Source: an optimization exercise on an open RTL-to-GDS flow (aim: small area, a short achievable clock period and few clock cycles per item). Production flows keep margins and buffers that such runs may drop. RTL that was checked went through simulation tests only; none was proved equivalent to the original.

==> inputs of trial 75 <==
// Cache
module Cache (
    input wire clk,
    input wire rst_n,
    input wire enable,
    input wire [31:0] address,
    output reg [31:0] data_out,
    output reg data_out_ready,
    input wire [31:0] data_in,
    input wire [3:0] write_enable,
    output reg busy,
    output reg br_cmd,
    output reg br_cmd_en,
    output wire [20:0] br_addr,
    output wire [63:0] br_wr_data,
    output wire [7:0] br_data_mask,
    input wire [63:0] br_rd_data,
    input wire br_rd_data_valid
);
  localparam COMMAND_DELAY_INTERVAL = 4'd13;
  reg [63:0] s0, s1, s2, s3;   
  reg [3:0] ph;   
  reg [15:0] tag;   
  reg valid;   
  reg dirty;   
  reg fill;   
  reg ack;   
  reg [7:0] wsel;   
  reg [3:0] cmd_cnt;   
  reg cmd_wait;   
  wire [15:0] a_tag = address[20:5];
  wire [1:0] a_beat = address[4:3];
  wire is_wr = |write_enable;
  wire req = enable && !ack;
  wire tag_eq = tag == a_tag;
  wire tag_hit = valid && tag_eq;
  wire [3:0] ph1 = {ph[2:0], ph[3]};   
  wire [3:0] ph2 = {ph[1:0], ph[3:2]};   
  wire beat_ok = is_wr ? ph2[a_beat] : ph1[a_beat];
  wire next_ok = !fill || br_rd_data_valid;
  ...
==> module Cache, before the edit <==
module Cache (
    input wire clk,
    input wire rst_n,
    input wire enable,
    input wire [31:0] address,
    output reg [31:0] data_out,
    output reg data_out_ready,
    input wire [31:0] data_in,
    input wire [3:0] write_enable,
    output reg busy,
    output reg br_cmd,
    output reg br_cmd_en,
    output wire [20:0] br_addr,
    output wire [63:0] br_wr_data,
    output wire [7:0] br_data_mask,
    input wire [63:0] br_rd_data,
    input wire br_rd_data_valid
);
  localparam COMMAND_DELAY_INTERVAL = 4'd13;
  reg [63:0] s0, s1, s2, s3;   
  reg [3:0] ph;   
  reg [15:0] tag;   
  reg valid;   
  reg dirty;   
  reg fill;   
  reg ack;   
  reg [7:0] wsel;   
  reg [3:0] cmd_cnt;   
  reg cmd_wait;   
  wire [15:0] a_tag = address[20:5];
  wire [1:0] a_beat = address[4:3];
  wire is_wr = |write_enable;
  wire req = enable && !ack;
  wire tag_eq = tag == a_tag;
  wire tag_hit = valid && tag_eq;
  wire [3:0] ph1 = {ph[2:0], ph[3]};   
  wire [3:0] ph2 = {ph[1:0], ph[3:2]};   
  wire beat_ok = is_wr ? ph2[a_beat] : ph1[a_beat];
  wire next_ok = !fill || br_rd_data_valid;
  wire last_beat = fill && br_rd_data_valid && ph[2];
  wire [63:0] ring_in = fill ? br_rd_data : s0;
  wire [63:0] s3_d;
  generate
    for (genvar b = 0; b < 8; b++) begin : merge
      assign s3_d[b*8+:8] = wsel[b] ? data_in[(b%4)*8+:8] : ring_in[b*8+:8];
    end
  endgenerate
  wire miss = req && !tag_hit && !fill && !cmd_wait;
  wire wb_go = miss && valid && dirty && ph[3];
  wire rd_go = miss && !(valid && dirty);
  wire ack_d = req && (valid || fill) && tag_eq && next_ok && beat_ok;
  always_ff @(posedge clk) begin
    s0 <= s1;
    s1 <= s2;
    s2 <= s3;
    s3 <= s3_d;
    data_out <= address[2] ? s3_d[63:32] : s3_d[31:0];
    br_cmd <= wb_go;
    if (rd_go) tag <= a_tag;
    if (rd_go) ph <= 4'b1000;
    else if (next_ok) ph <= ph1;
  end
  always_ff @(posedge clk, negedge rst_n) begin
    if (!rst_n) begin
      valid <= 0;
      dirty <= 0;
      fill <= 0;
      ack <= 0;
      wsel <= 0;
      data_out_ready <= 0;
      busy <= 1;
      br_cmd_en <= 0;
      cmd_cnt <= 0;
      cmd_wait <= 0;
    end else begin
      br_cmd_en <= wb_go || rd_go;
      if (wb_go || rd_go) begin
        cmd_cnt <= COMMAND_DELAY_INTERVAL;
        cmd_wait <= 1;
      end else if (cmd_wait) begin
        cmd_cnt <= cmd_cnt - 4'd1;
        cmd_wait <= cmd_cnt != 4'd1;
      end
      if (wb_go) dirty <= 0;
      if (ack && is_wr) dirty <= 1;
      if (rd_go) begin
        valid <= 0;
        fill <= 1;
      end
      if (last_beat) begin
        fill <= 0;
        valid <= 1;
      end
      ack <= ack_d;
      data_out_ready <= ack_d && !is_wr;
      busy <= !(ack_d && is_wr);
      for (int b = 0; b < 8; b++) wsel[b] <= ack_d && write_enable[b%4] && (address[2] == (b / 4));
    end
  end
  assign br_addr = {tag, 5'b0};
  assign br_wr_data = s3;
  assign br_data_mask = 8'b0;
endmodule
export LEC_CHECK = 0
export CAP_MARGIN = 20
export CORE_MARGIN = 2
export CORE_UTILIZATION = 40
export SLEW_MARGIN = 20
create_clock -name core_clock -period 10.0 [get_ports {clk}]
standard.sh (not shown) runs the stock make flow with config.mk's settings and CLKGATE_MAP_FILE= SYNTH_SCRIPT=/design/flow/synth_recipe.tcl, a recipe that flattens the netlist after the stock synthesis.
==> flow/flow/run.sh <==
#!/bin/bash
# Standard layout, with plain buffers (instead of the default delay buffers) on the ports
# and the given repair targets.
set -euo pipefail
export BUFFER_PORTS_ARGS="-buffer_cell sky130_fd_sc_hd__buf_1"
bash standard.sh SETUP_SLACK_MARGIN=6.9 finish > standard_flow.log 2>&1
==> inputs of build 61, as changes to trial 75 <==
--- a/flow/design.v
+++ b/flow/design.v
@@ -31,5 +31,5 @@
     input wire enable,
     input wire [31:0] address,
-    output reg [31:0] data_out,
+    output wire [31:0] data_out,
     output reg data_out_ready,
     input wire [31:0] data_in,
@@ -44,7 +44,9 @@
     input wire br_rd_data_valid
 );
-  localparam COMMAND_DELAY_INTERVAL = 4'd13;
+  localparam COMMAND_DELAY_INTERVAL = 4'd12;
   reg [63:0] s0, s1, s2, s3;   
   reg [3:0] ph;   
+  reg par;   
+  reg sig;   
   reg [15:0] tag;   
   reg valid;   
@@ -55,4 +57,6 @@
   reg [3:0] cmd_cnt;   
   reg cmd_wait;   
+  reg eq;   
+  reg live;   
   wire [15:0] a_tag = address[20:5];
   wire [1:0] a_beat = address[4:3];
@@ -60,11 +64,13 @@
   wire req = enable && !ack;
   wire tag_eq = tag == a_tag;
-  wire tag_hit = valid && tag_eq;
   wire [3:0] ph1 = {ph[2:0], ph[3]};   
   wire [3:0] ph2 = {ph[1:0], ph[3:2]};   
-  wire beat_ok = is_wr ? ph2[a_beat] : ph1[a_beat];
+  wire par1 = fill ? sig : par ^ ph[3];
+  wire par2 = fill ? sig ^ ph[2] : par ^ ph[3] ^ ph[2];
+  wire beat_ok = is_wr ? ph2[a_beat] : ph1[a_beat] && par1 == address[2];
   wire next_ok = !fill || br_rd_data_valid;
   wire last_beat = fill && br_rd_data_valid && ph[2];
-  wire [63:0] ring_in = fill ? br_rd_data : s0;
+  wire [63:0] rd_in = sig ? {br_rd_data[31:0], br_rd_data[63:32]} : br_rd_data;
+  wire [63:0] ring_in = fill ? rd_in : {s0[31:0], s0[63:32]};
   wire [63:0] s3_d;
   generate
@@ -73,8 +79,11 @@
     end
   endgenerate
-  wire miss = req && !tag_hit && !fill && !cmd_wait;
-  wire wb_go = miss && valid && dirty && ph[3];
-  wire rd_go = miss && !(valid && dirty);
-  wire ack_d = req && (valid || fill) && tag_eq && next_ok && beat_ok;
+  wire can_cmd = req && !fill && !br_cmd_en && !cmd_wait;
+  wire tag_ld = can_cmd && !(valid && dirty);
+  wire rd_go = tag_ld && !(valid && tag_eq);
+  wire wb_go = can_cmd && valid && dirty && !tag_eq && ph[3] && par;
+  wire rd_cmd = br_cmd_en && !br_cmd;   
+  wire wb_cmd = br_cmd_en && br_cmd;   
+  wire ack_d = req && live && eq && (valid || fill) && next_ok && beat_ok;
   always_ff @(posedge clk) begin
     s0 <= s1;
@@ -82,9 +91,18 @@
     s2 <= s3;
     s3 <= s3_d;
-    data_out <= address[2] ? s3_d[63:32] : s3_d[31:0];
     br_cmd <= wb_go;
-    if (rd_go) tag <= a_tag;
-    if (rd_go) ph <= 4'b1000;
+    if (tag_ld) tag <= a_tag;
+    eq <= tag_eq;
+    if (br_cmd_en) cmd_cnt <= COMMAND_DELAY_INTERVAL;
+    else if (cmd_wait) cmd_cnt <= cmd_cnt - 4'd1;
+    if (rd_cmd) sig <= is_wr || address[2];
+    if (fill) par <= sig;
+    else if (ph[3]) par <= !par;
+    if (rd_cmd) ph <= 4'b1000;
     else if (next_ok) ph <= ph1;
+    data_out_ready <= ack_d && !is_wr;
+    busy <= !(ack_d && is_wr);
+    for (int b = 0; b < 8; b++)
+      wsel[b] <= ack_d && write_enable[b%4] && (address[2] ^ par2) == (b / 4);
   end
   always_ff @(posedge clk, negedge rst_n) begin
@@ -94,25 +112,14 @@
       fill <= 0;
       ack <= 0;
-      wsel <= 0;
-      data_out_ready <= 0;
-      busy <= 1;
+      live <= 0;
       br_cmd_en <= 0;
-      cmd_cnt <= 0;
       cmd_wait <= 0;
     end else begin
       br_cmd_en <= wb_go || rd_go;
-      if (wb_go || rd_go) begin
-        cmd_cnt <= COMMAND_DELAY_INTERVAL;
-        cmd_wait <= 1;
-      end else if (cmd_wait) begin
-        cmd_cnt <= cmd_cnt - 4'd1;
-        cmd_wait <= cmd_cnt != 4'd1;
-      end
-      if (wb_go) dirty <= 0;
+      if (br_cmd_en) cmd_wait <= 1;
+      else if (cmd_wait) cmd_wait <= cmd_cnt != 4'd1;
+      if (wb_cmd) dirty <= 0;
       if (ack && is_wr) dirty <= 1;
-      if (rd_go) begin
-        valid <= 0;
-        fill <= 1;
-      end
+      if (rd_cmd) fill <= 1;
       if (last_beat) begin
         fill <= 0;
@@ -120,9 +127,8 @@
       end
       ack <= ack_d;
-      data_out_ready <= ack_d && !is_wr;
-      busy <= !(ack_d && is_wr);
-      for (int b = 0; b < 8; b++) wsel[b] <= ack_d && write_enable[b%4] && (address[2] == (b / 4));
+      live <= req && !ack_d;
     end
   end
+  assign data_out = s3[31:0];
   assign br_addr = {tag, 5'b0};
   assign br_wr_data = s3;
==> flow/flow/run.sh (replaced) <==
#!/bin/bash
# Standard layout, with plain buffers (instead of the default delay buffers) on the ports
# and the given repair targets.
set -euo pipefail
export BUFFER_PORTS_ARGS="-buffer_cell sky130_fd_sc_hd__buf_1"
bash standard.sh SETUP_SLACK_MARGIN=7.0 finish > standard_flow.log 2>&1
--- a/flow/config.mk
+++ b/flow/config.mk
@@ -9,3 +9,6 @@
 export CORE_MARGIN = 2
 export CORE_UTILIZATION = 40
+export CTS_CLUSTER_DIAMETER = 100
+export CTS_CLUSTER_SIZE = 33
 export SLEW_MARGIN = 20
+export TNS_END_PERCENT = 0
==> inputs of build 97, as changes to trial 75 <==
--- a/flow/design.v
+++ b/flow/design.v
@@ -46,5 +46,5 @@
   localparam COMMAND_DELAY_INTERVAL = 4'd13;
   reg [63:0] s0, s1, s2, s3;   
-  reg [3:0] ph;   
+  reg [1:0] pos;   
   reg [15:0] tag;   
   reg valid;   
@@ -52,29 +52,24 @@
   reg fill;   
   reg ack;   
-  reg [7:0] wsel;   
   reg [3:0] cmd_cnt;   
-  reg cmd_wait;   
   wire [15:0] a_tag = address[20:5];
   wire [1:0] a_beat = address[4:3];
   wire is_wr = |write_enable;
   wire req = enable && !ack;
-  wire tag_eq = tag == a_tag;
-  wire tag_hit = valid && tag_eq;
-  wire [3:0] ph1 = {ph[2:0], ph[3]};   
-  wire [3:0] ph2 = {ph[1:0], ph[3:2]};   
-  wire beat_ok = is_wr ? ph2[a_beat] : ph1[a_beat];
+  wire tag_hit = valid && tag == a_tag;
+  wire [1:0] next_s3 = pos + 2'd1;
+  wire [1:0] next_in = pos + 2'd2;
   wire next_ok = !fill || br_rd_data_valid;
-  wire last_beat = fill && br_rd_data_valid && ph[2];
+  wire last_beat = fill && br_rd_data_valid && pos == 2'd2;
   wire [63:0] ring_in = fill ? br_rd_data : s0;
   wire [63:0] s3_d;
   generate
     for (genvar b = 0; b < 8; b++) begin : merge
-      assign s3_d[b*8+:8] = wsel[b] ? data_in[(b%4)*8+:8] : ring_in[b*8+:8];
+      wire sel = ack && write_enable[b%4] && (address[2] == (b / 4));
+      assign s3_d[b*8+:8] = sel ? data_in[(b%4)*8+:8] : ring_in[b*8+:8];
     end
   endgenerate
-  wire miss = req && !tag_hit && !fill && !cmd_wait;
-  wire wb_go = miss && valid && dirty && ph[3];
-  wire rd_go = miss && !(valid && dirty);
-  wire ack_d = req && (valid || fill) && tag_eq && next_ok && beat_ok;
+  wire wb_go = req && !tag_hit && valid && dirty && !fill && cmd_cnt == 0 && pos == 2'd3;
+  wire rd_go = req && !tag_hit && !(valid && dirty) && !fill && cmd_cnt == 0;
   always_ff @(posedge clk) begin
     s0 <= s1;
@@ -84,8 +79,12 @@
     data_out <= address[2] ? s3_d[63:32] : s3_d[31:0];
     br_cmd <= wb_go;
+  end
+  always_ff @(posedge clk) begin
     if (rd_go) tag <= a_tag;
-    if (rd_go) ph <= 4'b1000;
-    else if (next_ok) ph <= ph1;
+    if (rd_go) pos <= 2'd3;
+    else if (!fill || br_rd_data_valid) pos <= pos + 2'd1;
   end
+  wire ack_d = req && (valid || fill) && tag == a_tag && next_ok &&
+      (is_wr ? next_in : next_s3) == a_beat;
   always_ff @(posedge clk, negedge rst_n) begin
     if (!rst_n) begin
@@ -94,19 +93,12 @@
       fill <= 0;
       ack <= 0;
-      wsel <= 0;
       data_out_ready <= 0;
       busy <= 1;
       br_cmd_en <= 0;
       cmd_cnt <= 0;
-      cmd_wait <= 0;
     end else begin
       br_cmd_en <= wb_go || rd_go;
-      if (wb_go || rd_go) begin
-        cmd_cnt <= COMMAND_DELAY_INTERVAL;
-        cmd_wait <= 1;
-      end else if (cmd_wait) begin
-        cmd_cnt <= cmd_cnt - 4'd1;
-        cmd_wait <= cmd_cnt != 4'd1;
-      end
+      if (wb_go || rd_go) cmd_cnt <= COMMAND_DELAY_INTERVAL;
+      else if (cmd_cnt != 0) cmd_cnt <= cmd_cnt - 4'd1;
       if (wb_go) dirty <= 0;
       if (ack && is_wr) dirty <= 1;
@@ -120,7 +112,6 @@
       end
       ack <= ack_d;
-      data_out_ready <= ack_d && !is_wr;
-      busy <= !(ack_d && is_wr);
-      for (int b = 0; b < 8; b++) wsel[b] <= ack_d && write_enable[b%4] && (address[2] == (b / 4));
+      data_out_ready <= ack_d;
+      busy <= !ack_d;
     end
   end
==> flow/flow/run.sh (replaced) <==
#!/bin/bash
# Standard layout, with plain buffers (instead of the default delay buffers) on the ports.
set -euo pipefail
export BUFFER_PORTS_ARGS="-buffer_cell sky130_fd_sc_hd__buf_1"
bash standard.sh finish > standard_flow.log 2>&1
--- a/flow/config.mk
+++ b/flow/config.mk
@@ -9,3 +9,4 @@
 export CORE_MARGIN = 2
 export CORE_UTILIZATION = 40
+export CTS_BUF_LIST = sky130_fd_sc_hd__clkbuf_4
 export SLEW_MARGIN = 20
==> run_results.csv <==
group,metric,value,unit
logic_synthesis,netlist_area,0.00917,sq mm
finish,signal_buffers,245,
logic_synthesis,synth-adder-area-share,0.00273,
die,row_count,55,
global_routing,grt_max_degree,108,
outcome,status,"complete, no violations",
power_and_ir_drop,combinationalPower,647,uW
logic_synthesis,synth_top_family_by_area,"simple AND/OR/NAND/NOR gates",
global_routing,grt_util_met2,0.230,
global_routing,global_route.usage.met1,0.199,
worst_setup_path,r2r_end,"wsel[5]",
timing,fin_crit,3.08,ns
finish,final_cell_area,0.0104,sq mm
power_and_ir_drop,clkPwrFrac,0.189,
logic_synthesis,synth_top_area_share,0.603,
global_routing,grt_pass1_wl,27.7,mm
finish,drive_gt1_frac,0.0353,
logic_synthesis,synthTopCellsByArea,"dfxtp_1 (60%), mux2i_1 (7.4%), edfxtp_1 (5.9%)",
Source of the figures above: build 61

==> run_results.csv <==
group,metric,value,unit
timing,fin_crit,3.48,ns
logic_synthesis,synth_top_area_share,0.649,
die,row_count,54,
power_and_ir_drop,clkPwrFrac,0.264,
logic_synthesis,synth-adder-area-share,0.00557,
outcome,status,"complete, no violations",
global_routing,global_route.usage.met1,0.185,
worst_setup_path,r2r_end,"tag[2]",
power_and_ir_drop,combinationalPower,796,uW
finish,final_cell_area,0.0111,sq mm
global_routing,grt_pass1_wl,29.2,mm
Source of the figures above: build 97

==> run_results.csv <==
group,metric,value,unit
outcome,status,"complete, no violations",
power_and_ir_drop,combinationalPower,825,uW
finish,signal_buffers,269,
logic_synthesis,netlist_area,0.00932,sq mm
global_routing,grt_pass1_wl,29.2,mm
global_routing,grt_max_degree,45,
logic_synthesis,synth_top_family_by_area,"multiplexers",
global_routing,grt_util_met2,0.252,
logic_synthesis,synth_top_area_share,0.629,
logic_synthesis,synth-adder-area-share,0.00268,
finish,drive_gt1_frac,0.215,
timing,fin_crit,3.21,ns
Source of the figures above: trial 75

Testbench counts of build 61, summed over its fixed seeds: cycles 250,373, transactions 16,000.
No functional check of the RTL was part of trial 75 and build 97.

-- re-timing with driven ports --
Ports are ideal in the flow. The routed layouts listed here were re-timed in OpenROAD. Step 1 assumes that a clkbuf_16 drives the clock port and a buf_2 every other input. Step 2 also shifts input and output timing later by t, the mid clock arrival at the registers, as if the neighbouring blocks saw the same clock. Slacks: ideal / step 1 / step 2; pairs: ideal / step 1.
run	shift t [ns]	setup slack, ns	hold WS [ns]
trial 75	0.581	6.791 / 6.796 / 6.235	0.321 / 0.321 / 0.321
build 61	0.522	6.922 / 6.876 / 6.503	0.327 / 0.327 / 0.327
build 97	0.665	6.521 / 6.481 / 5.955	0.316 / 0.316 / 0.316
After both steps every run listed still meets setup and hold. For build 97, which loses most, drivers alone change the setup slack by -0.040 ns; drivers and shift together by -0.566 ns.
